This is an optimization exercise on Yosys and OpenROAD, whose aim is small area, a short achievable clock period and few clock cycles, not a production implementation. Where RTL was checked, it was by simulation tests only, not by an equivalence proof against the original.

## run A
==> flow/design.v <==
module add32(a, b, ci, s, co);
    input  [31:0] a, b;
    input  ci;
    output [31:0] s;
    output co;
    assign {co, s} = {1'b0, a} + {1'b0, b} + {32'd0, ci};
endmodule
module add8p1(a, b, s, co);
    input  [7:0] a, b;
    output [7:0] s;
    output co;
    assign {co, s} = {1'b0, a} + {1'b0, b} + 9'd1;
endmodule
module pick_taken(ok_f, ok_b, cond, back, br, near, taken);
    input  [15:0] ok_f, ok_b;
    input  [3:0] cond;
    input  back, br, near;
    output taken;
    wire [15:0] ok = back ? ok_b : ok_f;
    assign taken = br & near & ok[cond];
endmodule
module ARM(clk, rst, inst_addr, inst_data, data_addr, data_wdata, data_we, data_re, data_rdata);
    input clk, rst;
    output [31:0] inst_addr;
    input  [31:0] inst_data;
    output [31:0] data_addr, data_wdata;
    output data_we, data_re;
    input  [31:0] data_rdata;
    reg [31:0] pc;
    reg [31:0] ir;
    reg        e_v, e_pred;
    reg [3:0]  ra2;               
    reg [14:0] sa_rf, sb_rf;      
    reg        sa_pc, sb_pc;      
    reg        sa_fw, sb_fw;      
    reg        sa_k, sb_k;        
    reg        sb_im;             
    reg [4:0]  ramt;              
    reg        fZr, zsel, fC, fN, fV;
    reg [31:0] m_res, m_wd;
    reg [3:0]  m_dst;
    reg        m_wb, m_ld, m_st;
    reg [14:0] rv;                
    wire [31:0] wb_val = m_ld ? data_rdata : m_res;
    wire [14:0] we;
    wire [31:0] rf_q [0:14];
    genvar gi;
    generate
        for (gi = 0; gi < 15; gi = gi + 1) begin : g_rf
            reg [31:0] r;
            assign we[gi] = m_wb & (m_dst == gi);
            always @(posedge clk)
                if (we[gi]) r <= wb_val;
            assign rf_q[gi] = r;
        end
    endgenerate
    function [31:0] rd_port;
        input [14:0] s;
        input spc, sfw, sk;
        input [3:0] idx;
        input [31:0] pcv, fwv;
        integer k;
        begin
            rd_port = ({32{spc}} & pcv) | ({32{sfw}} & fwv) | {28'd0, {4{sk}} & idx};
            for (k = 0; k < 15; k = k + 1)
                rd_port = rd_port | ({32{s[k]}} & rf_q[k]);
        end
    endfunction
    wire [3:0] cond = ir[31:28];
    wire is_dp  = ir[27:26] == 2'b00;
    wire is_mem = ir[27:26] == 2'b01;
    wire is_br  = ir[27:26] == 2'b10;
    wire I      = ir[25];
    wire [3:0] opc = ir[24:21];
    wire S      = ir[20];
    wire [3:0] rn = ir[19:16];
    wire [3:0] rd = ir[15:12];
    wire is_ld  = is_mem & ir[20];
    wire is_st  = is_mem & ~ir[20];
    wire op_and = opc == 4'b0000, op_eor = opc == 4'b0001, op_sub = opc == 4'b0010,
         op_add = opc == 4'b0100, op_adc = opc == 4'b0101, op_sbc = opc == 4'b0110,
         op_tst = opc == 4'b1000, op_cmp = opc == 4'b1010, op_orr = opc == 4'b1100,
         op_mov = opc == 4'b1101, op_mvn = opc == 4'b1111;
    wire dp_wb   = is_dp & (op_and | op_eor | op_sub | op_add | op_adc | op_sbc | op_orr | op_mov | op_mvn);
    wire uses_rn = is_mem | (is_dp & ~op_mov & ~op_mvn);
    wire uses_rm = is_dp & ~I & ~ir[4];
    wire fZ = zsel ? ~|m_res : fZr;
    function cond_pass;
        input [3:0] c;
        input z, cy, n, v;
        begin
            case (c)
                4'd0:  cond_pass = z;
                4'd1:  cond_pass = ~z;
                4'd2:  cond_pass = cy;
                4'd3:  cond_pass = ~cy;
                4'd4:  cond_pass = n;
                4'd5:  cond_pass = ~n;
                4'd6:  cond_pass = v;
                4'd7:  cond_pass = ~v;
                4'd8:  cond_pass = cy & ~z;
                4'd9:  cond_pass = ~cy | z;
                4'd10: cond_pass = n == v;
                4'd11: cond_pass = n != v;
                4'd12: cond_pass = ~z & (n == v);
                4'd13: cond_pass = z | (n != v);
                4'd14: cond_pass = 1'b1;
                default: cond_pass = 1'b0;
            endcase
        end
    endfunction
    wire cond_ok = cond_pass(cond, fZ, fC, fN, fV);
    wire stall = e_v & m_ld & ((uses_rn & (rn == m_dst)) | (uses_rm & (ra2 == m_dst)));
    wire [31:0] val_a = rd_port(sa_rf, sa_pc, sa_fw, sa_k, rn,  pc, m_res);
    wire [31:0] val_b = rd_port(sb_rf, sb_pc, sb_fw, sb_k, ra2, pc, m_res) | {24'd0, {8{sb_im}} & ir[7:0]};
    wire [31:0] st_data = (m_ld & (m_dst == ra2)) ? data_rdata : val_b;
    wire [4:0] sh   = ir[11:7];
    wire [1:0] styp = ir[6:5];
    wire [31:0] rin = val_b;
    wire [63:0] rdbl = {rin, rin} >> ramt;
    wire [31:0] rot = rdbl[31:0];
    wire [31:0] ones = 32'hFFFFFFFF;
    wire [31:0] hi_m = ~(ones >> sh);           
    wire [31:0] lo_m = ~(ones << sh);           
    wire [31:0] keep = (I | styp == 2'b11) ? ones : (styp == 2'b00) ? ~lo_m : ~hi_m;
    wire [31:0] fill = (~I & styp == 2'b10) ? hi_m : 32'd0;
    wire [31:0] shifted = (rot & keep) | (fill & {32{val_b[31]}});
    wire [31:0] op2 = is_mem ? {{20{ir[11]}}, ir[11:0]} :
                      (~I & ir[4]) ? 32'd0 : shifted;
    wire sub  = is_dp & (op_sub | op_sbc | op_cmp);
    wire arith = is_mem | (is_dp & (op_sub | op_sbc | op_cmp | op_add | op_adc));
    wire cin  = (is_dp & (op_adc | op_sbc)) ? fC : sub;
    wire [31:0] bx = op2 ^ {32{sub}};
    wire [32:0] sum;
    add32 alu_add(.a(val_a), .b(bx), .ci(cin), .s(sum[31:0]), .co(sum[32]));
    reg [31:0] logic_res;
    always @(*) begin
        case (opc)
            4'b0000, 4'b1000: logic_res = val_a & op2;
            4'b0001:          logic_res = val_a ^ op2;
            4'b1100:          logic_res = val_a | op2;
            4'b1101:          logic_res = op2;
            4'b1111:          logic_res = ~op2;
            default:          logic_res = 32'd0;
        endcase
    end
    wire [31:0] res = arith ? sum[31:0] : logic_res;
    wire nC = arith & (sum[32] ^ sub);
    wire nV = arith & (val_a[31] == bx[31]) & (sum[31] != val_a[31]);
    wire nN = res[31];
    wire exec    = e_v & cond_ok & ~stall;
    wire setf    = exec & is_dp & S;
    wire e_wr    = exec & (dp_wb | is_ld);
    wire mispred = e_v & is_br & (cond_ok != e_pred);
    wire [31:0] e_off = {{6{ir[23]}}, ir[23:0], 2'b00};
    wire [31:0] e_fix = pc + (stall ? 32'hFFFFFFFC : (e_off ^ {32{e_pred}})) + {31'd0, e_pred & ~stall};
    wire redirect = mispred | stall;
    wire [21:0] pc_hi    = pc[31:10];
    wire [21:0] pc_hi_p1 = pc_hi + 22'd1;
    wire [8:0]  lo_inc   = {1'b0, pc[9:2]} + 9'd1;
    wire [31:0] seq      = {lo_inc[8] ? pc_hi_p1 : pc_hi, lo_inc[7:0], 2'b00};
    wire [8:0]  lo_tgt;
    add8p1 tgt_add(.a(pc[9:2]), .b(inst_data[7:0]), .s(lo_tgt[7:0]), .co(lo_tgt[8]));
    wire f_off_pos = ~|inst_data[23:8];
    wire f_off_neg = &inst_data[23:8];
    wire f_near = ~lo_inc[8] & ((f_off_pos & ~lo_tgt[8]) | (f_off_neg & lo_tgt[8]));
    wire [31:0] nx = inst_data;
    wire nx_st = nx[27:26] == 2'b01 && !nx[20];
    wire [3:0] nx_a = nx[19:16];
    wire [3:0] nx_b = nx_st ? nx[15:12] : nx[3:0];
    wire [14:0] rv_n = rv | we;
    wire [15:0] rv16 = {1'b1, rv_n};
    wire fw_a = e_wr & (rd == nx_a);
    wire nx_imm = nx[27:26] == 2'b00 && nx[25];
    wire fw_b = e_wr & (rd == nx_b) & ~nx_imm;
    wire [4:0] nx_sh = nx[11:7];
    wire [4:0] nx_ramt = nx[25] ? {nx[11:8], 1'b0} : (nx[6:5] == 2'b00) ? (5'd0 - nx_sh) : nx_sh;
    wire f_br = inst_data[27:26] == 2'b10;
    wire [3:0] f_cond = inst_data[31:28];
    wire f_pend = e_v & is_dp & S & cond_ok;
    reg [15:0] ok_f, ok_b;
    integer c;
    always @(*)
        for (c = 0; c < 16; c = c + 1) begin
            ok_f[c] = f_pend ? (c == 14) : cond_pass(c, fZ, fC, fN, fV);
            ok_b[c] = f_pend ? (c != 15) : cond_pass(c, fZ, fC, fN, fV);
        end
    wire f_taken;
    pick_taken pt(.ok_f(ok_f), .ok_b(ok_b), .cond(f_cond), .back(inst_data[23]), .br(f_br),
                  .near(f_near), .taken(f_taken));
    wire [31:0] pc_other = redirect ? e_fix : seq;
    wire f_follow = f_taken & ~redirect;
    assign inst_addr  = pc;
    assign data_addr  = m_res;
    assign data_wdata = m_wd;
    assign data_we    = m_st;
    assign data_re    = m_ld;
    integer k;
    always @(posedge clk or posedge rst) begin
        if (rst) begin
            pc <= 32'd0;
            e_v <= 1'b0;
            fZr <= 1'b0; zsel <= 1'b0; fC <= 1'b0; fN <= 1'b0; fV <= 1'b0;
            m_wb <= 1'b0; m_ld <= 1'b0; m_st <= 1'b0;
            rv <= 15'd0;
        end else begin
            pc[31:10] <= pc_other[31:10];
            pc[9:0]   <= f_follow ? {lo_tgt[7:0], 2'b00} : pc_other[9:0];
            e_v <= ~redirect;
            if (setf) begin
                zsel <= 1'b1; fC <= nC; fN <= nN; fV <= nV;
            end else if (zsel) begin
                zsel <= 1'b0; fZr <= ~|m_res;
            end
            m_wb <= e_wr;
            m_ld <= exec & is_ld;
            m_st <= exec & is_st;
            rv <= rv_n;
        end
    end
    always @(posedge clk) begin
        ir  <= inst_data;
        e_pred <= f_taken;
        ra2 <= nx_b;
        ramt <= nx_ramt;
        for (k = 0; k < 15; k = k + 1) begin
            sa_rf[k] <= (nx_a == k) & rv_n[k] & ~fw_a;
            sb_rf[k] <= (nx_b == k) & rv_n[k] & ~fw_b & ~nx_imm;
        end
        sa_pc <= nx_a == 4'd15;
        sb_pc <= (nx_b == 4'd15) & ~nx_imm;
        sb_im <= nx_imm;
        sa_fw <= fw_a & (nx_a != 4'd15);
        sb_fw <= fw_b & (nx_b != 4'd15);
        sa_k  <= ~rv16[nx_a] & ~fw_a;
        sb_k  <= ~rv16[nx_b] & ~fw_b & ~nx_imm;
        m_res <= res;
        m_wd  <= st_data;
        m_dst <= rd;
    end
endmodule
==> flow/config.mk <==
export PLATFORM = sky130hd
export DESIGN_NAME = ARM
export DESIGN_NICKNAME = ARM
export VERILOG_FILES = /design/flow/design.v
export SDC_FILE = /design/flow/constraint.sdc
export NUM_CORES = 4
export LEC_CHECK = 0
export CAP_MARGIN = 20
export CORE_MARGIN = 2
export CORE_UTILIZATION = 40
export CTS_BUF_LIST = sky130_fd_sc_hd__clkbuf_8
export SLEW_MARGIN = 20
export SYNTH_HIERARCHICAL = 1
==> flow/constraint.sdc <==
create_clock -name core_clock -period 20.0 [get_ports {clk}]
set_input_delay 4.0000 -clock core_clock [delete_from_list [all_inputs] [get_ports {clk}]]
set_output_delay 4.0000 -clock core_clock [all_outputs]
set_load 0.01 [all_outputs]
standard.sh (not shown) runs the stock make flow with config.mk's settings and CLKGATE_MAP_FILE= SYNTH_SCRIPT=/design/flow/synth_recipe.tcl, a recipe that flattens the netlist after the stock synthesis.
==> flow/flow/run.sh <==
#!/bin/bash
set -euo pipefail
KNOBS=()
while IFS= read -r line; do
  [[ -z "$line" || "$line" == \#* ]] && continue
  KNOBS+=("$line")
done < flow/knobs.txt
bash standard.sh "${KNOBS[@]}" finish > standard_flow.log 2>&1
==> flow/flow/knobs.txt <==
SETUP_SLACK_MARGIN=14
BUFFER_PORTS_ARGS=-buffer_cell sky130_fd_sc_hd__buf_2
Every stage of the flow completed for run A, and the final layout passed the timing, DRC and antenna checks.
Testbench counts of run A, summed over its fixed seeds: cycles 82,314.
Setup changes, run A to run B
diff --git a/flow/design.v b/flow/design.v
--- a/flow/design.v
+++ b/flow/design.v
@@ -37,5 +37,6 @@
     reg        sb_im;             
     reg [4:0]  ramt;              
-    reg        fZr, zsel, fC, fN, fV;
+    reg        fZr, fCr, fNr, fVr, zsel;
+    reg        m_c, m_v;          
     reg [31:0] m_res, m_wd;
     reg [3:0]  m_dst;
@@ -86,4 +87,7 @@
     wire uses_rm = is_dp & ~I & ~ir[4];
     wire fZ = zsel ? ~|m_res : fZr;
+    wire fN = zsel ? m_res[31] : fNr;
+    wire fC = zsel ? m_c : fCr;
+    wire fV = zsel ? m_v : fVr;
     function cond_pass;
         input [3:0] c;
@@ -201,5 +205,5 @@
             pc <= 32'd0;
             e_v <= 1'b0;
-            fZr <= 1'b0; zsel <= 1'b0; fC <= 1'b0; fN <= 1'b0; fV <= 1'b0;
+            fZr <= 1'b0; zsel <= 1'b0; fCr <= 1'b0; fNr <= 1'b0; fVr <= 1'b0;
             m_wb <= 1'b0; m_ld <= 1'b0; m_st <= 1'b0;
             rv <= 15'd0;
@@ -209,7 +213,7 @@
             e_v <= ~redirect;
             if (setf) begin
-                zsel <= 1'b1; fC <= nC; fN <= nN; fV <= nV;
+                zsel <= 1'b1;
             end else if (zsel) begin
-                zsel <= 1'b0; fZr <= ~|m_res;
+                zsel <= 1'b0; fZr <= ~|m_res; fNr <= m_res[31]; fCr <= m_c; fVr <= m_v;
             end
             m_wb <= e_wr;
@@ -238,4 +242,6 @@
         m_wd  <= st_data;
         m_dst <= rd;
+        m_c   <= nC;
+        m_v   <= nV;
     end
 endmodule
--- outcome ---
- Run B ended up with more standard cells than run A.
- Count of clock-buffer cells in the layout: run B vs run A down 5
- From run A to run B the numbers moved as follows: vertical die dimension rose 0.49%, non-clock buffer count went down 29, mean instance size in the synthesized netlist decreased about 1.4%, via total after detailed routing stayed essentially flat.
- Taking run A as the reference, in run B area of all placed cells without fillers shrank by 200 um2; all-layer global routing usage shrank by 0.20 points.
- Run B ended up with sb_rf[9]$_DFF_P_ as its start point of the critical path; run A ended up with pc[16]$_DFFE_PP0P_.
- Comparing run B and run A, actual transition at the worst max-transition pin is lower on run A.
Only the layout flow was run in run B; the RTL was not checked for function there.

## afterwards: timing with drivers on the ports
Ports are ideal in the flow. The routed layouts listed here were re-timed in OpenROAD. Step 1 sets driving cells, clkbuf_16 on the clock port and buf_2 on the other inputs (assumed; they add their load-dependent delay and slew). Step 2, shift: input delay + t, output delay - t, t = (earliest + latest rising clock arrival at the registers) / 2. This alone moves slack from input paths to output paths. Three values: ideal ports, drivers, drivers and shift; two values: the first two.
run	t, ns	setup WS [ns]	clock arrival spread, ns	slew at the worst register clock pin (ns)
run A	0.833	13.988 / 13.920 / 13.390	0.050 / 0.050	0.08 / 0.08
run B	0.843	14.000 / 13.959 / 13.342	0.067 / 0.067	0.08 / 0.08
After both steps setup and hold are still met in every run listed. For run B, which loses most, drivers alone change the setup slack by -0.041 ns; drivers and shift together by -0.658 ns.
